Context: an optimization exercise on an open-source flow, tuned for small area and a short achievable clock period. The choices shown serve that exercise and are no tape-out recipe. No functional check of the RTL was part of this run. Power figures rest on the tool's default switching activity, not on a simulated workload.

<file path="design/flow/flow/pre_gp.tcl">
# Sourced by ORFS global_place.tcl before it buffers the ports: make its
# buffer_ports call put buf_1 on every input and buf_2 on every output.
rename buffer_ports orfs_buffer_ports
proc buffer_ports { args } {
  orfs_buffer_ports -inputs -buffer_cell sky130_fd_sc_hd__buf_1
  orfs_buffer_ports -outputs -buffer_cell sky130_fd_sc_hd__buf_2
}
</file>
<file path="design/flow/flow/run.sh">
#!/bin/bash
# Own layout flow: the standard ORFS flow (standard.sh, unchanged synthesis),
# with the port buffers chosen explicitly (small buf_1 on inputs, buf_2 on outputs)
# instead of the default clkdlybuf4s50_1 delay buffers.
set -euo pipefail
here=$(pwd)
export PRE_GLOBAL_PLACE_TCL=$here/flow/pre_gp.tcl
export SKIP_REPAIR_TIE_FANOUT=1
export CTS_ARGS="-sink_clustering_enable -repair_clock_nets -dont_use_dummy_load -buf_list sky130_fd_sc_hd__clkbuf_8"
bash standard.sh > $here/orfs_flow.log 2>&1
</file>
<file path="design/flow/config.mk">
export PLATFORM = sky130hd
export DESIGN_NAME = adder_tree
export DESIGN_NICKNAME = adder_tree
export VERILOG_FILES = /design/flow/design.v
export SDC_FILE = /design/flow/constraint.sdc
export NUM_CORES = 4
export LEC_CHECK = 0
export CAP_MARGIN = 20
export CORE_MARGIN = 2
export CORE_UTILIZATION = 60
export SLEW_MARGIN = 20
export SYNTH_HIERARCHICAL = 1
export SYNTH_MINIMUM_KEEP_SIZE = 0
</file>
<file path="design/flow/constraint.sdc">
create_clock -name core_clock -period 7.0 [get_ports {clk}]
set_input_delay 1.4000 -clock core_clock [delete_from_list [all_inputs] [get_ports {clk}]]
set_output_delay 1.4000 -clock core_clock [all_outputs]
set_load 0.01 [all_outputs]
</file>
<file path="design/flow/design.v">
module adder_tree
#(
    parameter   NB_IN               = 16,
    parameter   IN_WIDTH            = 16,
    parameter   OUT_WIDTH           = IN_WIDTH+NB_IN,
    parameter   USE_PIPE            = 0
)
(
    input   wire                        clk,
    input   wire                        aresetn,
    input   wire [NB_IN*IN_WIDTH-1:0]   data_in,
    input   wire                        data_in_en,
    output  reg [OUT_WIDTH-1:0]        data_out,
    output  reg                        data_out_en
);
wire s0;
wire c0;
wire s1;
wire c1;
wire s2;
wire c2;
wire s3;
wire c3;
wire s4;
wire c4;
wire s5;
wire c5;
wire s6;
wire c6;
wire s7;
wire c7;
wire s8;
wire c8;
wire s9;
wire c9;
wire s10;
wire c10;
wire s11;
wire c11;
wire s12;
wire c12;
wire s13;
wire c13;
wire s14;
wire c14;
wire s15;
wire c15;
wire s16;
wire c16;
wire s17;
wire c17;
wire s18;
wire c18;
wire s19;
wire c19;
wire s20;
wire c20;
wire s21;
wire c21;
wire s22;
wire c22;
wire s23;
wire c23;
wire s24;
wire c24;
wire s25;
wire c25;
wire s26;
wire c26;
wire s27;
wire c27;
wire s28;
wire c28;
wire s29;
wire c29;
wire s30;
wire c30;
wire s31;
wire c31;
wire s32;
wire c32;
wire s33;
wire c33;
wire s34;
wire c34;
wire s35;
wire c35;
wire s36;
wire c36;
wire s37;
wire c37;
wire s38;
wire c38;
wire s39;
wire c39;
wire s40;
wire c40;
wire s41;
wire c41;
wire s42;
wire c42;
wire s43;
wire c43;
wire s44;
wire c44;
wire s45;
wire c45;
wire s46;
wire c46;
wire s47;
wire c47;
wire s48;
wire c48;
wire s49;
wire c49;
wire s50;
wire c50;
wire s51;
wire c51;
wire s52;
wire c52;
wire s53;
wire c53;
wire s54;
wire c54;
wire s55;
wire c55;
wire s56;
wire c56;
wire s57;
wire c57;
wire s58;
wire c58;
wire s59;
wire c59;
wire s60;
wire c60;
wire s61;
wire c61;
wire s62;
wire c62;
wire s63;
wire c63;
wire s64;
wire c64;
wire s65;
wire c65;
wire s66;
wire c66;
wire s67;
wire c67;
wire s68;
wire c68;
wire s69;
wire c69;
wire s70;
wire c70;
wire s71;
wire c71;
wire s72;
wire c72;
wire s73;
wire c73;
wire s74;
wire c74;
wire s75;
wire c75;
wire s76;
wire c76;
wire s77;
wire c77;
wire s78;
wire c78;
wire s79;
wire c79;
wire s80;
wire c80;
wire s81;
wire c81;
wire s82;
wire c82;
wire s83;
wire c83;
wire s84;
wire c84;
wire s85;
wire c85;
wire s86;
wire c86;
wire s87;
wire c87;
wire s88;
wire c88;
wire s89;
wire c89;
wire s90;
wire c90;
wire s91;
wire c91;
wire s92;
wire c92;
wire s93;
wire c93;
wire s94;
wire c94;
wire s95;
wire c95;
wire s96;
wire c96;
wire s97;
wire c97;
wire s98;
wire c98;
wire s99;
wire c99;
wire s100;
wire c100;
wire s101;
wire c101;
wire s102;
wire c102;
wire s103;
wire c103;
wire s104;
wire c104;
wire s105;
wire c105;
wire s106;
wire c106;
wire s107;
wire c107;
wire s108;
wire c108;
wire s109;
wire c109;
wire s110;
wire c110;
wire s111;
wire c111;
wire s112;
wire c112;
wire s113;
wire c113;
wire s114;
wire c114;
wire s115;
wire c115;
wire s116;
wire c116;
wire s117;
wire c117;
wire s118;
wire c118;
wire s119;
wire c119;
wire s120;
wire c120;
wire s121;
wire c121;
wire s122;
wire c122;
wire s123;
wire c123;
wire s124;
wire c124;
wire s125;
wire c125;
wire s126;
wire c126;
wire s127;
wire c127;
reg [127:0] p1;
wire s128;
wire c128;
wire s129;
wire c129;
wire s130;
wire c130;
wire s131;
wire c131;
wire s132;
wire c132;
wire s133;
wire c133;
wire s134;
wire c134;
wire s135;
wire c135;
wire s136;
wire c136;
wire s137;
wire c137;
wire s138;
wire c138;
wire s139;
wire c139;
wire s140;
wire c140;
wire s141;
wire c141;
wire s142;
wire c142;
wire s143;
wire c143;
wire s144;
wire c144;
wire s145;
wire c145;
wire s146;
wire c146;
wire s147;
wire c147;
wire s148;
wire c148;
wire s149;
wire c149;
wire s150;
wire c150;
wire s151;
wire c151;
wire s152;
wire c152;
wire s153;
wire c153;
wire s154;
wire c154;
wire s155;
wire c155;
wire s156;
wire c156;
wire s157;
wire c157;
wire s158;
wire c158;
wire s159;
wire c159;
wire s160;
wire c160;
wire s161;
wire c161;
wire s162;
wire c162;
wire s163;
wire c163;
wire s164;
wire c164;
wire s165;
wire c165;
wire s166;
wire c166;
wire s167;
wire c167;
wire s168;
wire c168;
wire s169;
wire c169;
wire s170;
wire c170;
wire s171;
wire c171;
wire s172;
wire c172;
wire s173;
wire c173;
wire s174;
wire c174;
wire s175;
wire c175;
wire s176;
wire c176;
wire s177;
wire c177;
wire s178;
wire c178;
wire s179;
wire c179;
wire s180;
wire c180;
wire s181;
wire c181;
wire s182;
wire c182;
wire s183;
wire c183;
wire s184;
wire c184;
wire s185;
wire c185;
wire s186;
wire c186;
wire s187;
wire c187;
wire s188;
wire c188;
wire s189;
wire c189;
wire s190;
wire c190;
wire s191;
wire c191;
wire s192;
wire c192;
wire s193;
wire c193;
wire s194;
wire c194;
wire s195;
wire c195;
wire s196;
wire c196;
wire s197;
wire c197;
wire s198;
wire c198;
wire s199;
wire c199;
wire s200;
wire c200;
wire s201;
wire c201;
wire s202;
wire c202;
wire s203;
wire c203;
wire s204;
wire c204;
wire s205;
wire c205;
wire s206;
wire c206;
wire s207;
wire c207;
wire s208;
wire c208;
wire s209;
wire c209;
wire s210;
wire c210;
wire s211;
wire c211;
wire s212;
wire c212;
wire s213;
wire c213;
wire s214;
wire c214;
wire s215;
wire c215;
wire s216;
wire c216;
wire s217;
wire c217;
wire s218;
wire c218;
wire s219;
wire c219;
reg [35:0] p2;
wire s220;
wire c220;
wire [19:0] cpa_a = {1'b0, p2[34], p2[32], p2[30], p2[28], p2[26], p2[24], p2[22], p2[20], p2[18], p2[16], p2[14], p2[12], p2[10], p2[8], p2[7], s220, p2[3], p2[2], p2[0]};
wire [19:0] cpa_b = {1'b0, p2[35], p2[33], p2[31], p2[29], p2[27], p2[25], p2[23], p2[21], p2[19], p2[17], p2[15], p2[13], p2[11], p2[9], c220, 1'b0, 1'b0, 1'b0, p2[1]};
wire [19:0] cpa_g = cpa_a & cpa_b;
wire [19:0] cpa_p = cpa_a ^ cpa_b;
wire pg0 = cpa_g[1] | (cpa_p[1] & cpa_g[0]);
wire pp0 = cpa_p[1] & cpa_p[0];
wire pg1 = cpa_g[3] | (cpa_p[3] & cpa_g[2]);
wire pp1 = cpa_p[3] & cpa_p[2];
wire pg2 = cpa_g[5] | (cpa_p[5] & cpa_g[4]);
wire pp2 = cpa_p[5] & cpa_p[4];
wire pg3 = cpa_g[7] | (cpa_p[7] & cpa_g[6]);
wire pp3 = cpa_p[7] & cpa_p[6];
wire pg4 = cpa_g[9] | (cpa_p[9] & cpa_g[8]);
wire pp4 = cpa_p[9] & cpa_p[8];
wire pg5 = cpa_g[11] | (cpa_p[11] & cpa_g[10]);
wire pp5 = cpa_p[11] & cpa_p[10];
wire pg6 = cpa_g[13] | (cpa_p[13] & cpa_g[12]);
wire pp6 = cpa_p[13] & cpa_p[12];
wire pg7 = cpa_g[15] | (cpa_p[15] & cpa_g[14]);
wire pp7 = cpa_p[15] & cpa_p[14];
wire pg8 = cpa_g[17] | (cpa_p[17] & cpa_g[16]);
wire pp8 = cpa_p[17] & cpa_p[16];
wire pg9 = cpa_g[19] | (cpa_p[19] & cpa_g[18]);
wire pp9 = cpa_p[19] & cpa_p[18];
wire pg10 = cpa_g[2] | (cpa_p[2] & pg0);
wire pp10 = cpa_p[2] & pp0;
wire pg11 = pg1 | (pp1 & pg0);
wire pp11 = pp1 & pp0;
wire pg12 = cpa_g[6] | (cpa_p[6] & pg2);
wire pp12 = cpa_p[6] & pp2;
wire pg13 = pg3 | (pp3 & pg2);
wire pp13 = pp3 & pp2;
wire pg14 = cpa_g[10] | (cpa_p[10] & pg4);
wire pp14 = cpa_p[10] & pp4;
wire pg15 = pg5 | (pp5 & pg4);
wire pp15 = pp5 & pp4;
wire pg16 = cpa_g[14] | (cpa_p[14] & pg6);
wire pp16 = cpa_p[14] & pp6;
wire pg17 = pg7 | (pp7 & pg6);
wire pp17 = pp7 & pp6;
wire pg18 = cpa_g[18] | (cpa_p[18] & pg8);
wire pp18 = cpa_p[18] & pp8;
wire pg19 = pg9 | (pp9 & pg8);
wire pp19 = pp9 & pp8;
wire pg20 = cpa_g[4] | (cpa_p[4] & pg11);
wire pp20 = cpa_p[4] & pp11;
wire pg21 = pg2 | (pp2 & pg11);
wire pp21 = pp2 & pp11;
wire pg22 = pg12 | (pp12 & pg11);
wire pp22 = pp12 & pp11;
wire pg23 = pg13 | (pp13 & pg11);
wire pp23 = pp13 & pp11;
wire pg24 = cpa_g[12] | (cpa_p[12] & pg15);
wire pp24 = cpa_p[12] & pp15;
wire pg25 = pg6 | (pp6 & pg15);
wire pp25 = pp6 & pp15;
wire pg26 = pg16 | (pp16 & pg15);
wire pp26 = pp16 & pp15;
wire pg27 = pg17 | (pp17 & pg15);
wire pp27 = pp17 & pp15;
wire pg28 = cpa_g[8] | (cpa_p[8] & pg23);
wire pp28 = cpa_p[8] & pp23;
wire pg29 = pg4 | (pp4 & pg23);
wire pp29 = pp4 & pp23;
wire pg30 = pg14 | (pp14 & pg23);
wire pp30 = pp14 & pp23;
wire pg31 = pg15 | (pp15 & pg23);
wire pp31 = pp15 & pp23;
wire pg32 = pg24 | (pp24 & pg23);
wire pp32 = pp24 & pp23;
wire pg33 = pg25 | (pp25 & pg23);
wire pp33 = pp25 & pp23;
wire pg34 = pg26 | (pp26 & pg23);
wire pp34 = pp26 & pp23;
wire pg35 = pg27 | (pp27 & pg23);
wire pp35 = pp27 & pp23;
wire pg36 = cpa_g[16] | (cpa_p[16] & pg35);
wire pp36 = cpa_p[16] & pp35;
wire pg37 = pg8 | (pp8 & pg35);
wire pp37 = pp8 & pp35;
wire pg38 = pg18 | (pp18 & pg35);
wire pp38 = pp18 & pp35;
wire pg39 = pg19 | (pp19 & pg35);
wire pp39 = pp19 & pp35;
wire [19:0] cpa_s = cpa_p ^ {pg38, pg37, pg36, pg35, pg34, pg33, pg32, pg31, pg30, pg29, pg28, pg23, pg22, pg21, pg20, pg11, pg10, pg0, cpa_g[0], 1'b0};
adder_tree_fa u_fa0 (.a(data_in[0]), .b(data_in[112]), .c(data_in[128]), .s(s0), .co(c0));
adder_tree_fa u_fa1 (.a(data_in[144]), .b(data_in[160]), .c(data_in[16]), .s(s1), .co(c1));
adder_tree_fa u_fa2 (.a(data_in[176]), .b(data_in[192]), .c(data_in[208]), .s(s2), .co(c2));
adder_tree_fa u_fa3 (.a(data_in[224]), .b(data_in[240]), .c(data_in[32]), .s(s3), .co(c3));
adder_tree_fa u_fa4 (.a(data_in[48]), .b(data_in[64]), .c(data_in[80]), .s(s4), .co(c4));
adder_tree_fa u_fa5 (.a(data_in[96]), .b(s0), .c(s1), .s(s5), .co(c5));
adder_tree_fa u_fa6 (.a(s2), .b(s3), .c(s4), .s(s6), .co(c6));
adder_tree_fa u_fa7 (.a(data_in[113]), .b(data_in[129]), .c(data_in[145]), .s(s7), .co(c7));
adder_tree_fa u_fa8 (.a(data_in[161]), .b(data_in[177]), .c(data_in[17]), .s(s8), .co(c8));
adder_tree_fa u_fa9 (.a(data_in[193]), .b(data_in[1]), .c(data_in[209]), .s(s9), .co(c9));
adder_tree_fa u_fa10 (.a(data_in[225]), .b(data_in[241]), .c(data_in[33]), .s(s10), .co(c10));
adder_tree_fa u_fa11 (.a(data_in[49]), .b(data_in[65]), .c(data_in[81]), .s(s11), .co(c11));
adder_tree_fa u_fa12 (.a(data_in[97]), .b(c0), .c(c1), .s(s12), .co(c12));
adder_tree_fa u_fa13 (.a(c2), .b(c3), .c(c4), .s(s13), .co(c13));
adder_tree_fa u_fa14 (.a(s10), .b(s11), .c(s7), .s(s14), .co(c14));
adder_tree_fa u_fa15 (.a(data_in[114]), .b(data_in[130]), .c(data_in[146]), .s(s15), .co(c15));
adder_tree_fa u_fa16 (.a(data_in[162]), .b(data_in[178]), .c(data_in[18]), .s(s16), .co(c16));
adder_tree_fa u_fa17 (.a(data_in[194]), .b(data_in[210]), .c(data_in[226]), .s(s17), .co(c17));
adder_tree_fa u_fa18 (.a(data_in[242]), .b(data_in[2]), .c(data_in[34]), .s(s18), .co(c18));
adder_tree_fa u_fa19 (.a(data_in[50]), .b(data_in[66]), .c(data_in[82]), .s(s19), .co(c19));
adder_tree_fa u_fa20 (.a(data_in[98]), .b(c10), .c(c11), .s(s20), .co(c20));
adder_tree_fa u_fa21 (.a(c7), .b(c8), .c(c9), .s(s21), .co(c21));
adder_tree_fa u_fa22 (.a(s15), .b(s16), .c(s17), .s(s22), .co(c22));
adder_tree_fa u_fa23 (.a(data_in[115]), .b(data_in[131]), .c(data_in[147]), .s(s23), .co(c23));
adder_tree_fa u_fa24 (.a(data_in[163]), .b(data_in[179]), .c(data_in[195]), .s(s24), .co(c24));
adder_tree_fa u_fa25 (.a(data_in[19]), .b(data_in[211]), .c(data_in[227]), .s(s25), .co(c25));
adder_tree_fa u_fa26 (.a(data_in[243]), .b(data_in[35]), .c(data_in[3]), .s(s26), .co(c26));
adder_tree_fa u_fa27 (.a(data_in[51]), .b(data_in[67]), .c(data_in[83]), .s(s27), .co(c27));
adder_tree_fa u_fa28 (.a(data_in[99]), .b(c15), .c(c16), .s(s28), .co(c28));
adder_tree_fa u_fa29 (.a(c17), .b(c18), .c(c19), .s(s29), .co(c29));
adder_tree_fa u_fa30 (.a(s23), .b(s24), .c(s25), .s(s30), .co(c30));
adder_tree_fa u_fa31 (.a(data_in[100]), .b(data_in[116]), .c(data_in[132]), .s(s31), .co(c31));
adder_tree_fa u_fa32 (.a(data_in[148]), .b(data_in[164]), .c(data_in[180]), .s(s32), .co(c32));
adder_tree_fa u_fa33 (.a(data_in[196]), .b(data_in[20]), .c(data_in[212]), .s(s33), .co(c33));
adder_tree_fa u_fa34 (.a(data_in[228]), .b(data_in[244]), .c(data_in[36]), .s(s34), .co(c34));
adder_tree_fa u_fa35 (.a(data_in[4]), .b(data_in[52]), .c(data_in[68]), .s(s35), .co(c35));
adder_tree_fa u_fa36 (.a(data_in[84]), .b(c23), .c(c24), .s(s36), .co(c36));
adder_tree_fa u_fa37 (.a(c25), .b(c26), .c(c27), .s(s37), .co(c37));
adder_tree_fa u_fa38 (.a(s31), .b(s32), .c(s33), .s(s38), .co(c38));
adder_tree_fa u_fa39 (.a(data_in[101]), .b(data_in[117]), .c(data_in[133]), .s(s39), .co(c39));
adder_tree_fa u_fa40 (.a(data_in[149]), .b(data_in[165]), .c(data_in[181]), .s(s40), .co(c40));
adder_tree_fa u_fa41 (.a(data_in[197]), .b(data_in[213]), .c(data_in[21]), .s(s41), .co(c41));
adder_tree_fa u_fa42 (.a(data_in[229]), .b(data_in[245]), .c(data_in[37]), .s(s42), .co(c42));
adder_tree_fa u_fa43 (.a(data_in[53]), .b(data_in[5]), .c(data_in[69]), .s(s43), .co(c43));
adder_tree_fa u_fa44 (.a(data_in[85]), .b(c31), .c(c32), .s(s44), .co(c44));
adder_tree_fa u_fa45 (.a(c33), .b(c34), .c(c35), .s(s45), .co(c45));
adder_tree_fa u_fa46 (.a(s39), .b(s40), .c(s41), .s(s46), .co(c46));
adder_tree_fa u_fa47 (.a(data_in[102]), .b(data_in[118]), .c(data_in[134]), .s(s47), .co(c47));
adder_tree_fa u_fa48 (.a(data_in[150]), .b(data_in[166]), .c(data_in[182]), .s(s48), .co(c48));
adder_tree_fa u_fa49 (.a(data_in[198]), .b(data_in[214]), .c(data_in[22]), .s(s49), .co(c49));
adder_tree_fa u_fa50 (.a(data_in[230]), .b(data_in[246]), .c(data_in[38]), .s(s50), .co(c50));
adder_tree_fa u_fa51 (.a(data_in[54]), .b(data_in[6]), .c(data_in[70]), .s(s51), .co(c51));
adder_tree_fa u_fa52 (.a(data_in[86]), .b(c39), .c(c40), .s(s52), .co(c52));
adder_tree_fa u_fa53 (.a(c41), .b(c42), .c(c43), .s(s53), .co(c53));
adder_tree_fa u_fa54 (.a(s47), .b(s48), .c(s49), .s(s54), .co(c54));
adder_tree_fa u_fa55 (.a(data_in[103]), .b(data_in[119]), .c(data_in[135]), .s(s55), .co(c55));
adder_tree_fa u_fa56 (.a(data_in[151]), .b(data_in[167]), .c(data_in[183]), .s(s56), .co(c56));
adder_tree_fa u_fa57 (.a(data_in[199]), .b(data_in[215]), .c(data_in[231]), .s(s57), .co(c57));
adder_tree_fa u_fa58 (.a(data_in[23]), .b(data_in[247]), .c(data_in[39]), .s(s58), .co(c58));
adder_tree_fa u_fa59 (.a(data_in[55]), .b(data_in[71]), .c(data_in[7]), .s(s59), .co(c59));
adder_tree_fa u_fa60 (.a(data_in[87]), .b(c47), .c(c48), .s(s60), .co(c60));
adder_tree_fa u_fa61 (.a(c49), .b(c50), .c(c51), .s(s61), .co(c61));
adder_tree_fa u_fa62 (.a(s55), .b(s56), .c(s57), .s(s62), .co(c62));
adder_tree_fa u_fa63 (.a(data_in[104]), .b(data_in[120]), .c(data_in[136]), .s(s63), .co(c63));
adder_tree_fa u_fa64 (.a(data_in[152]), .b(data_in[168]), .c(data_in[184]), .s(s64), .co(c64));
adder_tree_fa u_fa65 (.a(data_in[200]), .b(data_in[216]), .c(data_in[232]), .s(s65), .co(c65));
adder_tree_fa u_fa66 (.a(data_in[248]), .b(data_in[24]), .c(data_in[40]), .s(s66), .co(c66));
adder_tree_fa u_fa67 (.a(data_in[56]), .b(data_in[72]), .c(data_in[88]), .s(s67), .co(c67));
adder_tree_fa u_fa68 (.a(data_in[8]), .b(c55), .c(c56), .s(s68), .co(c68));
adder_tree_fa u_fa69 (.a(c57), .b(c58), .c(c59), .s(s69), .co(c69));
adder_tree_fa u_fa70 (.a(s63), .b(s64), .c(s65), .s(s70), .co(c70));
adder_tree_fa u_fa71 (.a(data_in[105]), .b(data_in[121]), .c(data_in[137]), .s(s71), .co(c71));
adder_tree_fa u_fa72 (.a(data_in[153]), .b(data_in[169]), .c(data_in[185]), .s(s72), .co(c72));
adder_tree_fa u_fa73 (.a(data_in[201]), .b(data_in[217]), .c(data_in[233]), .s(s73), .co(c73));
adder_tree_fa u_fa74 (.a(data_in[249]), .b(data_in[25]), .c(data_in[41]), .s(s74), .co(c74));
adder_tree_fa u_fa75 (.a(data_in[57]), .b(data_in[73]), .c(data_in[89]), .s(s75), .co(c75));
adder_tree_fa u_fa76 (.a(data_in[9]), .b(c63), .c(c64), .s(s76), .co(c76));
adder_tree_fa u_fa77 (.a(c65), .b(c66), .c(c67), .s(s77), .co(c77));
adder_tree_fa u_fa78 (.a(s71), .b(s72), .c(s73), .s(s78), .co(c78));
adder_tree_fa u_fa79 (.a(data_in[106]), .b(data_in[10]), .c(data_in[122]), .s(s79), .co(c79));
adder_tree_fa u_fa80 (.a(data_in[138]), .b(data_in[154]), .c(data_in[170]), .s(s80), .co(c80));
adder_tree_fa u_fa81 (.a(data_in[186]), .b(data_in[202]), .c(data_in[218]), .s(s81), .co(c81));
adder_tree_fa u_fa82 (.a(data_in[234]), .b(data_in[250]), .c(data_in[26]), .s(s82), .co(c82));
adder_tree_fa u_fa83 (.a(data_in[42]), .b(data_in[58]), .c(data_in[74]), .s(s83), .co(c83));
adder_tree_fa u_fa84 (.a(data_in[90]), .b(c71), .c(c72), .s(s84), .co(c84));
adder_tree_fa u_fa85 (.a(c73), .b(c74), .c(c75), .s(s85), .co(c85));
adder_tree_fa u_fa86 (.a(s79), .b(s80), .c(s81), .s(s86), .co(c86));
adder_tree_fa u_fa87 (.a(data_in[107]), .b(data_in[11]), .c(data_in[123]), .s(s87), .co(c87));
adder_tree_fa u_fa88 (.a(data_in[139]), .b(data_in[155]), .c(data_in[171]), .s(s88), .co(c88));
adder_tree_fa u_fa89 (.a(data_in[187]), .b(data_in[203]), .c(data_in[219]), .s(s89), .co(c89));
adder_tree_fa u_fa90 (.a(data_in[235]), .b(data_in[251]), .c(data_in[27]), .s(s90), .co(c90));
adder_tree_fa u_fa91 (.a(data_in[43]), .b(data_in[59]), .c(data_in[75]), .s(s91), .co(c91));
adder_tree_fa u_fa92 (.a(data_in[91]), .b(c79), .c(c80), .s(s92), .co(c92));
adder_tree_fa u_fa93 (.a(c81), .b(c82), .c(c83), .s(s93), .co(c93));
adder_tree_fa u_fa94 (.a(s87), .b(s88), .c(s89), .s(s94), .co(c94));
adder_tree_fa u_fa95 (.a(data_in[108]), .b(data_in[124]), .c(data_in[12]), .s(s95), .co(c95));
adder_tree_fa u_fa96 (.a(data_in[140]), .b(data_in[156]), .c(data_in[172]), .s(s96), .co(c96));
adder_tree_fa u_fa97 (.a(data_in[188]), .b(data_in[204]), .c(data_in[220]), .s(s97), .co(c97));
adder_tree_fa u_fa98 (.a(data_in[236]), .b(data_in[252]), .c(data_in[28]), .s(s98), .co(c98));
adder_tree_fa u_fa99 (.a(data_in[44]), .b(data_in[60]), .c(data_in[76]), .s(s99), .co(c99));
adder_tree_fa u_fa100 (.a(data_in[92]), .b(c87), .c(c88), .s(s100), .co(c100));
adder_tree_fa u_fa101 (.a(c89), .b(c90), .c(c91), .s(s101), .co(c101));
adder_tree_fa u_fa102 (.a(s95), .b(s96), .c(s97), .s(s102), .co(c102));
adder_tree_fa u_fa103 (.a(data_in[109]), .b(data_in[125]), .c(data_in[13]), .s(s103), .co(c103));
adder_tree_fa u_fa104 (.a(data_in[141]), .b(data_in[157]), .c(data_in[173]), .s(s104), .co(c104));
adder_tree_fa u_fa105 (.a(data_in[189]), .b(data_in[205]), .c(data_in[221]), .s(s105), .co(c105));
adder_tree_fa u_fa106 (.a(data_in[237]), .b(data_in[253]), .c(data_in[29]), .s(s106), .co(c106));
adder_tree_fa u_fa107 (.a(data_in[45]), .b(data_in[61]), .c(data_in[77]), .s(s107), .co(c107));
adder_tree_fa u_fa108 (.a(data_in[93]), .b(c95), .c(c96), .s(s108), .co(c108));
adder_tree_fa u_fa109 (.a(c97), .b(c98), .c(c99), .s(s109), .co(c109));
adder_tree_fa u_fa110 (.a(s103), .b(s104), .c(s105), .s(s110), .co(c110));
adder_tree_fa u_fa111 (.a(data_in[110]), .b(data_in[126]), .c(data_in[142]), .s(s111), .co(c111));
adder_tree_fa u_fa112 (.a(data_in[14]), .b(data_in[158]), .c(data_in[174]), .s(s112), .co(c112));
adder_tree_fa u_fa113 (.a(data_in[190]), .b(data_in[206]), .c(data_in[222]), .s(s113), .co(c113));
adder_tree_fa u_fa114 (.a(data_in[238]), .b(data_in[254]), .c(data_in[30]), .s(s114), .co(c114));
adder_tree_fa u_fa115 (.a(data_in[46]), .b(data_in[62]), .c(data_in[78]), .s(s115), .co(c115));
adder_tree_fa u_fa116 (.a(data_in[94]), .b(c103), .c(c104), .s(s116), .co(c116));
adder_tree_fa u_fa117 (.a(c105), .b(c106), .c(c107), .s(s117), .co(c117));
adder_tree_fa u_fa118 (.a(s111), .b(s112), .c(s113), .s(s118), .co(c118));
adder_tree_fa u_fa119 (.a(data_in[111]), .b(data_in[127]), .c(data_in[143]), .s(s119), .co(c119));
adder_tree_fa u_fa120 (.a(data_in[159]), .b(data_in[15]), .c(data_in[175]), .s(s120), .co(c120));
adder_tree_fa u_fa121 (.a(data_in[191]), .b(data_in[207]), .c(data_in[223]), .s(s121), .co(c121));
adder_tree_fa u_fa122 (.a(data_in[239]), .b(data_in[255]), .c(data_in[31]), .s(s122), .co(c122));
adder_tree_fa u_fa123 (.a(data_in[47]), .b(data_in[63]), .c(data_in[79]), .s(s123), .co(c123));
adder_tree_fa u_fa124 (.a(data_in[95]), .b(c111), .c(c112), .s(s124), .co(c124));
adder_tree_fa u_fa125 (.a(c113), .b(c114), .c(c115), .s(s125), .co(c125));
adder_tree_fa u_fa126 (.a(s119), .b(s120), .c(s121), .s(s126), .co(c126));
adder_tree_fa u_fa127 (.a(c119), .b(c120), .c(c121), .s(s127), .co(c127));
adder_tree_fa u_fa128 (.a(p1[2]), .b(p1[3]), .c(p1[4]), .s(s128), .co(c128));
adder_tree_fa u_fa129 (.a(p1[5]), .b(p1[6]), .c(p1[7]), .s(s129), .co(c129));
adder_tree_fa u_fa130 (.a(p1[8]), .b(s128), .c(s129), .s(s130), .co(c130));
adder_tree_fa u_fa131 (.a(p1[10]), .b(p1[11]), .c(p1[12]), .s(s131), .co(c131));
adder_tree_fa u_fa132 (.a(p1[13]), .b(p1[14]), .c(p1[15]), .s(s132), .co(c132));
adder_tree_fa u_fa133 (.a(p1[16]), .b(p1[9]), .c(c128), .s(s133), .co(c133));
adder_tree_fa u_fa134 (.a(c129), .b(s131), .c(s132), .s(s134), .co(c134));
adder_tree_fa u_fa135 (.a(s133), .b(c130), .c(s134), .s(s135), .co(c135));
adder_tree_fa u_fa136 (.a(p1[17]), .b(p1[18]), .c(p1[19]), .s(s136), .co(c136));
adder_tree_fa u_fa137 (.a(p1[20]), .b(p1[21]), .c(p1[22]), .s(s137), .co(c137));
adder_tree_fa u_fa138 (.a(p1[23]), .b(p1[24]), .c(c131), .s(s138), .co(c138));
adder_tree_fa u_fa139 (.a(c132), .b(s136), .c(s137), .s(s139), .co(c139));
adder_tree_fa u_fa140 (.a(c133), .b(s138), .c(c134), .s(s140), .co(c140));
adder_tree_fa u_fa141 (.a(p1[25]), .b(p1[26]), .c(p1[27]), .s(s141), .co(c141));
adder_tree_fa u_fa142 (.a(p1[28]), .b(p1[29]), .c(p1[30]), .s(s142), .co(c142));
adder_tree_fa u_fa143 (.a(p1[31]), .b(p1[32]), .c(c136), .s(s143), .co(c143));
adder_tree_fa u_fa144 (.a(c137), .b(s141), .c(s142), .s(s144), .co(c144));
adder_tree_fa u_fa145 (.a(c138), .b(s143), .c(c139), .s(s145), .co(c145));
adder_tree_fa u_fa146 (.a(s144), .b(c140), .c(s145), .s(s146), .co(c146));
adder_tree_fa u_fa147 (.a(p1[33]), .b(p1[34]), .c(p1[35]), .s(s147), .co(c147));
adder_tree_fa u_fa148 (.a(p1[36]), .b(p1[37]), .c(p1[38]), .s(s148), .co(c148));
adder_tree_fa u_fa149 (.a(p1[39]), .b(p1[40]), .c(c141), .s(s149), .co(c149));
adder_tree_fa u_fa150 (.a(c142), .b(s147), .c(s148), .s(s150), .co(c150));
adder_tree_fa u_fa151 (.a(c143), .b(s149), .c(c144), .s(s151), .co(c151));
adder_tree_fa u_fa152 (.a(s150), .b(c145), .c(s151), .s(s152), .co(c152));
adder_tree_fa u_fa153 (.a(p1[41]), .b(p1[42]), .c(p1[43]), .s(s153), .co(c153));
adder_tree_fa u_fa154 (.a(p1[44]), .b(p1[45]), .c(p1[46]), .s(s154), .co(c154));
adder_tree_fa u_fa155 (.a(p1[47]), .b(p1[48]), .c(c147), .s(s155), .co(c155));
adder_tree_fa u_fa156 (.a(c148), .b(s153), .c(s154), .s(s156), .co(c156));
adder_tree_fa u_fa157 (.a(c149), .b(s155), .c(c150), .s(s157), .co(c157));
adder_tree_fa u_fa158 (.a(s156), .b(c151), .c(s157), .s(s158), .co(c158));
adder_tree_fa u_fa159 (.a(p1[49]), .b(p1[50]), .c(p1[51]), .s(s159), .co(c159));
adder_tree_fa u_fa160 (.a(p1[52]), .b(p1[53]), .c(p1[54]), .s(s160), .co(c160));
adder_tree_fa u_fa161 (.a(p1[55]), .b(p1[56]), .c(c153), .s(s161), .co(c161));
adder_tree_fa u_fa162 (.a(c154), .b(s159), .c(s160), .s(s162), .co(c162));
adder_tree_fa u_fa163 (.a(c155), .b(s161), .c(c156), .s(s163), .co(c163));
adder_tree_fa u_fa164 (.a(s162), .b(c157), .c(s163), .s(s164), .co(c164));
adder_tree_fa u_fa165 (.a(p1[57]), .b(p1[58]), .c(p1[59]), .s(s165), .co(c165));
adder_tree_fa u_fa166 (.a(p1[60]), .b(p1[61]), .c(p1[62]), .s(s166), .co(c166));
adder_tree_fa u_fa167 (.a(p1[63]), .b(p1[64]), .c(c159), .s(s167), .co(c167));
adder_tree_fa u_fa168 (.a(c160), .b(s165), .c(s166), .s(s168), .co(c168));
adder_tree_fa u_fa169 (.a(c161), .b(s167), .c(c162), .s(s169), .co(c169));
adder_tree_fa u_fa170 (.a(s168), .b(c163), .c(s169), .s(s170), .co(c170));
adder_tree_fa u_fa171 (.a(p1[65]), .b(p1[66]), .c(p1[67]), .s(s171), .co(c171));
adder_tree_fa u_fa172 (.a(p1[68]), .b(p1[69]), .c(p1[70]), .s(s172), .co(c172));
adder_tree_fa u_fa173 (.a(p1[71]), .b(p1[72]), .c(c165), .s(s173), .co(c173));
adder_tree_fa u_fa174 (.a(c166), .b(s171), .c(s172), .s(s174), .co(c174));
adder_tree_fa u_fa175 (.a(c167), .b(s173), .c(c168), .s(s175), .co(c175));
adder_tree_fa u_fa176 (.a(s174), .b(c169), .c(s175), .s(s176), .co(c176));
adder_tree_fa u_fa177 (.a(p1[73]), .b(p1[74]), .c(p1[75]), .s(s177), .co(c177));
adder_tree_fa u_fa178 (.a(p1[76]), .b(p1[77]), .c(p1[78]), .s(s178), .co(c178));
adder_tree_fa u_fa179 (.a(p1[79]), .b(p1[80]), .c(c171), .s(s179), .co(c179));
adder_tree_fa u_fa180 (.a(c172), .b(s177), .c(s178), .s(s180), .co(c180));
adder_tree_fa u_fa181 (.a(c173), .b(s179), .c(c174), .s(s181), .co(c181));
adder_tree_fa u_fa182 (.a(s180), .b(c175), .c(s181), .s(s182), .co(c182));
adder_tree_fa u_fa183 (.a(p1[81]), .b(p1[82]), .c(p1[83]), .s(s183), .co(c183));
adder_tree_fa u_fa184 (.a(p1[84]), .b(p1[85]), .c(p1[86]), .s(s184), .co(c184));
adder_tree_fa u_fa185 (.a(p1[87]), .b(p1[88]), .c(c177), .s(s185), .co(c185));
adder_tree_fa u_fa186 (.a(c178), .b(s183), .c(s184), .s(s186), .co(c186));
adder_tree_fa u_fa187 (.a(c179), .b(s185), .c(c180), .s(s187), .co(c187));
adder_tree_fa u_fa188 (.a(s186), .b(c181), .c(s187), .s(s188), .co(c188));
adder_tree_fa u_fa189 (.a(p1[89]), .b(p1[90]), .c(p1[91]), .s(s189), .co(c189));
adder_tree_fa u_fa190 (.a(p1[92]), .b(p1[93]), .c(p1[94]), .s(s190), .co(c190));
adder_tree_fa u_fa191 (.a(p1[95]), .b(p1[96]), .c(c183), .s(s191), .co(c191));
adder_tree_fa u_fa192 (.a(c184), .b(s189), .c(s190), .s(s192), .co(c192));
adder_tree_fa u_fa193 (.a(c185), .b(s191), .c(c186), .s(s193), .co(c193));
adder_tree_fa u_fa194 (.a(s192), .b(c187), .c(s193), .s(s194), .co(c194));
adder_tree_fa u_fa195 (.a(p1[100]), .b(p1[101]), .c(p1[102]), .s(s195), .co(c195));
adder_tree_fa u_fa196 (.a(p1[103]), .b(p1[104]), .c(p1[97]), .s(s196), .co(c196));
adder_tree_fa u_fa197 (.a(p1[98]), .b(p1[99]), .c(c189), .s(s197), .co(c197));
adder_tree_fa u_fa198 (.a(c190), .b(s195), .c(s196), .s(s198), .co(c198));
adder_tree_fa u_fa199 (.a(c191), .b(s197), .c(c192), .s(s199), .co(c199));
adder_tree_fa u_fa200 (.a(s198), .b(c193), .c(s199), .s(s200), .co(c200));
adder_tree_fa u_fa201 (.a(p1[105]), .b(p1[106]), .c(p1[107]), .s(s201), .co(c201));
adder_tree_fa u_fa202 (.a(p1[108]), .b(p1[109]), .c(p1[110]), .s(s202), .co(c202));
adder_tree_fa u_fa203 (.a(p1[111]), .b(p1[112]), .c(c195), .s(s203), .co(c203));
adder_tree_fa u_fa204 (.a(c196), .b(s201), .c(s202), .s(s204), .co(c204));
adder_tree_fa u_fa205 (.a(c197), .b(s203), .c(c198), .s(s205), .co(c205));
adder_tree_fa u_fa206 (.a(s204), .b(c199), .c(s205), .s(s206), .co(c206));
adder_tree_fa u_fa207 (.a(p1[113]), .b(p1[114]), .c(p1[115]), .s(s207), .co(c207));
adder_tree_fa u_fa208 (.a(p1[116]), .b(p1[117]), .c(p1[118]), .s(s208), .co(c208));
adder_tree_fa u_fa209 (.a(p1[119]), .b(p1[120]), .c(c201), .s(s209), .co(c209));
adder_tree_fa u_fa210 (.a(c202), .b(s207), .c(s208), .s(s210), .co(c210));
adder_tree_fa u_fa211 (.a(c203), .b(s209), .c(c204), .s(s211), .co(c211));
adder_tree_fa u_fa212 (.a(s210), .b(c205), .c(s211), .s(s212), .co(c212));
adder_tree_fa u_fa213 (.a(p1[121]), .b(p1[122]), .c(p1[123]), .s(s213), .co(c213));
adder_tree_fa u_fa214 (.a(p1[124]), .b(p1[125]), .c(p1[126]), .s(s214), .co(c214));
adder_tree_fa u_fa215 (.a(c207), .b(c208), .c(s213), .s(s215), .co(c215));
adder_tree_fa u_fa216 (.a(s214), .b(c209), .c(c210), .s(s216), .co(c216));
adder_tree_fa u_fa217 (.a(s215), .b(c211), .c(s216), .s(s217), .co(c217));
adder_tree_fa u_fa218 (.a(p1[127]), .b(c213), .c(c214), .s(s218), .co(c218));
adder_tree_fa u_fa219 (.a(s218), .b(c215), .c(c216), .s(s219), .co(c219));
adder_tree_fa u_fa220 (.a(p2[4]), .b(p2[5]), .c(p2[6]), .s(s220), .co(c220));
always @(posedge clk) begin
    p1 <= {c127, s127, c126, c125, c124, c123, c122, s126, s125, c118, s124, c117, c116, s123, s122, s118, s117, c110, s116, c109, c108, s115, s114, s110, s109, c102, s108, c101, c100, s107, s106, s102, s101, c94, s100, c93, c92, s99, s98, s94, s93, c86, s92, c85, c84, s91, s90, s86, s85, c78, s84, c77, c76, s83, s82, s78, s77, c70, s76, c69, c68, s75, s74, s70, s69, c62, s68, c61, c60, s67, s66, s62, s61, c54, s60, c53, c52, s59, s58, s54, s53, c46, s52, c45, c44, s51, s50, s46, s45, c38, s44, c37, c36, s43, s42, s38, s37, c30, s36, c29, c28, s35, s34, s30, s29, c22, s28, c21, c20, s27, s26, s22, s21, c14, s20, c13, c12, s19, s18, s14, s13, c6, c5, s12, s9, s8, s6, s5};
    p2 <= {c219, c218, s219, c217, s217, c212, s212, c206, s206, c200, s200, c194, s194, c188, s188, c182, s182, c176, s176, c170, s170, c164, s164, c158, s158, c152, s152, c146, s146, c135, s140, s139, s135, s130, p1[1], p1[0]};
    data_out <= {12'd0, cpa_s};
end
reg [1:0] en_pipe;
always @(posedge clk or negedge aresetn) begin
    if (!aresetn) begin
        en_pipe <= 0;
        data_out_en <= 1'b0;
    end else begin
        en_pipe <= {en_pipe[0:0], data_in_en};
        data_out_en <= en_pipe[1];
    end
end
endmodule
module adder_tree_fa (input wire a, input wire b, input wire c, output wire s, output wire co);
assign s  = a ^ b ^ c;
assign co = (a & b) | (a & c) | (b & c);
endmodule
</file>
<file path="design/flow/standard.sh">
#!/bin/bash
# synth_recipe.tcl (not shown) runs the flow's synth.tcl, then flattens the netlist and writes it again
# the make line also repeats each setting of config.mk as NAME=value (left out here)
make -C /OpenROAD-flow-scripts/flow DESIGN_CONFIG=/design/flow/config.mk WORK_HOME=/design/flow/orfs CLKGATE_MAP_FILE= SYNTH_SCRIPT=/design/flow/synth_recipe.tcl "${@:-finish}"
</file>
==> impl_metrics.toml <==
[placed_design]
dpl.hpwl_um = 12800
placed_cells = 951
globalplace.congestion = 0.776
pre_cts_ws_ns = 4.34
placement.io_buffers = 279

[logic_synthesis]
synth-seq-area-share = 0.420
synthesis.yosys.warnings = 7
syn-cell-area_um2 = 8950
post_synth_num_cell_types = 31
synth_cells = 500
postSynthRegisterBits = 187
syn_avg_cell_area_um2 = 17.9
syn-num-nets = 1001

[global_routing]
first_global_vias = 5580
grt_pass1_wl_um = 24700
grt_start_max_net_pins = 17
tot_gr_track_use = 0.203
grt_overflow_total = 0
antenna_violations_before_repair = 0

[clocking]
clk_transition_reported_paths_ns = 0.08
holdBufCountCts = 0
cts_num_sinks = 187
clock_tree_from_tritoncts = "done"
htree_num_levels = 4
cts.repair.resized = 0
cts_setup_buffers = 0
cts_max_path_buffers = 2
master_cell_of_the_clock_root_buffer = "clkbuf_8"
cts_made_buffers = 17
clk_latency_ns = 0.44

[worst_setup_path]
critPathTopFamily = "adder cells"
worst_path_largest_cell_delay_ns = 0.47
critPathLaunchType = "register"
critical_path.max_fanout = 4
critical-path-top-cell-by-count = "fa_1"
worstPathCellList = "fa_1 -> ha_1 -> nand4_2 -> a211oi_2 -> o21ai_2 -> o221a_4 -> fa_1 -> xnor2_1"
worst_path_required_time_ns = 7.34
critical_path.slowest_cell = "fa_1"
worst-setup-path-type = "reg -> reg"
crit_arrival_ns = 2.98
buffers_plus_inverters_on_the_worst_setup_path = 0
timing.critical_path.to_type = "register"

[floorplanning]
die_h_um = 126
initial_core_util = 0.616
coreArea_um2 = 14500
die_w_um = 126
floorplan.io_pins = 292
core.rowCount = 44
design.die.area_um2 = 15900

[run_status]
outcome = "finished clean"

[drt]
postRouteAntennaNets = 0
vias = 4592
drc_violations_left = 0
wl_per_cell_um = 14.7
route.final.wire_length_um = 14300
routed_via_density = 4.74
drt_pre_antenna_iters = 4
detailedRoute.firstIterationViolations = 122

[finish]
final_core_util = 0.715
drive_gt1_frac = 0.0574
layout_common_cells = "buf_1 (258), fa_1 (224), dfxtp_1 (184), buf_2 (21), ha_1 (18)"
areaGrowthSynthToFinish_pct = 16.2
fin_cells = 968
antenna-diode-count = 0
fillers = 1033
multiInputGateArea_um2 = 5070
layout.nets = 1287
layout.cells.most_common = "buf_1"
final-seq-area_um2 = 3760

[sta]
max_freq_ghz = 0.377
timing.final.max_slew_violations = 0
final.setup.tns_ns = 0
rsz_0062_raised_after_global_routing = "false"
min_period_ns = 2.65
fin_ws_ns = 4.35
setup-violations-final = 0
timing.final.hold_violations = 0
clock-skew-final_ns = 0.0219
period_share = 0.379

[run]
max_cap_violations = 0

[pwr]
power.static_leakage_nw = 4.05
power_dens_cells_nw_per_um2 = 385
vdd.ir_drop.worst_mv = 0.190
totalPowerFinal_mw = 4.00

[hold_path]
timing.hold.worst.class = "reg -> reg"
path summary, 6_finish.rpt:
path	endpoint	slack, ns	startpoint	depth (start not counted)
max	data_out[17]	4.35	p2[4]	8
min	p2[0]	0.33	p1[0]	0
max reg2reg	data_out[17]	4.35	p2[4]	8
min reg2reg	p2[0]	0.33	p1[0]	0
max in group asynchronous	en_pipe[1]	6.08	aresetn	1
min in group asynchronous	en_pipe[0]	0.76	aresetn	1
through the flow:
step | cell area [µm²] | hold WS (ns)
after floorplan | 8950 | 0.310
after global placement | 10200 | 0.311
after detailed placement | 10200 | 0.316
after CTS | 10400 | 0.334
after global routing | 10400 | 0.344
final | 10400 | 0.333
layer usage:
layer / vias to the layer above / global-route usage / wire [µm]
met5: - / 0 / 0
met4: 0 / 0.0465 / 163
met3: 16 / 0.0544 / 863
met2: 168 / 0.368 / 7970
met1: 2305 / 0.245 / 5260
li1: 2103 / - / -
power by group:
part / switching (mW) / internal, mW
clock network: 0.304 / 0.215
logic: 0.949 / 0.909
registers: 0.159 / 1.46
registers in the layout (all words and copies together) (netlist names):
signal	cells
p1	128
p2	36
data_out	20
en_pipe	2
data_out_en	1
cell usage after synthesis:
cell type / n / area [µm²]
a211oi_1: 1 / 7.51
a211oi_2: 1 / 12.5
a21boi_0: 1 / 7.51
a21o_1: 1 / 7.51
a21oi_1: 7 / 35.0
a22oi_1: 1 / 7.51
and3_2: 1 / 7.51
buf_4: 12 / 90.1
conb_1: 1 / 3.75
dfrtp_1: 3 / 75.1
dfxtp_1: 184 / 3680
fa_1: 224 / 4480
ha_1: 18 / 225
inv_1: 8 / 30.0
nand2_1: 4 / 15.0
nand3_1: 2 / 10.0
nand4_2: 1 / 12.5
nor2_1: 6 / 22.5
nor3_1: 1 / 5.00
o211ai_1: 1 / 7.51
o21a_1: 3 / 22.5
o21ai_0: 2 / 10.0
o21ai_1: 1 / 5.00
o21ai_2: 1 / 8.76
o21bai_2: 1 / 11.3
o221a_4: 1 / 20.0
o31a_1: 1 / 8.76
or2b_1: 2 / 15.0
xnor2_1: 6 / 52.6
xnor2_2: 1 / 16.3
xor2_1: 3 / 26.3
per-module statistics from Yosys (local to each module, per instance):
| module | times used | cells inside |
|---|---|---|
| adder_tree | 1 | 279 |
| adder_tree_fa | 221 | 1 |
layout make-up:
| type | instances | share of cell area |
|---|---|---|
| timing repair buffer | 279 | 0.103 |
| clock buffer | 17 | 0.0225 |
| multi-input combinational | 293 | 0.488 |
| sequential | 187 | 0.362 |
| tap | 184 | 0.0222 |
| inverter | 8 | 0.00289 |
logic make-up after synthesis:
group / Yosys count / synth area share
DFF: 187 / 0.420
AOI/OAI and AO/OA: 23 / 0.0192
adders and majority gates: 242 / 0.526
buffers and inverters: 20 / 0.0134
other: 1 / 0.000419
xor gates and xnor gates: 10 / 0.0106
and+or+nand+nor: 17 / 0.00979

[afterwards: timing with drivers on the ports]
How much do the figures lean on ideal ports? The routed layout below was timed once more, with nothing changed but the port constraints.
Step 1, drivers: a clkbuf_16 drives clk and a buf_2 each remaining input, both assumed.
Step 2 times the ports against the registers' clock, not the clock port: input delays grow and output delays shrink by t, the midpoint of the rising clock arrivals with the driver on.
Slacks: no drivers / after step 1 / after step 2; pairs: no drivers / after step 1.
shift t [ns]: 0.467
setup slack, ns: 4.350 / 4.350 / 4.349
worst hold slack (ns): 0.333 / 0.333 / 0.333
worst setup path at the end: input to register
worst register clock-pin slew, ns: 0.09 / 0.09
After both steps setup and hold are still met in this run. For this run, drivers alone change the setup slack by 0.000 ns; drivers and shift together by -0.001 ns.
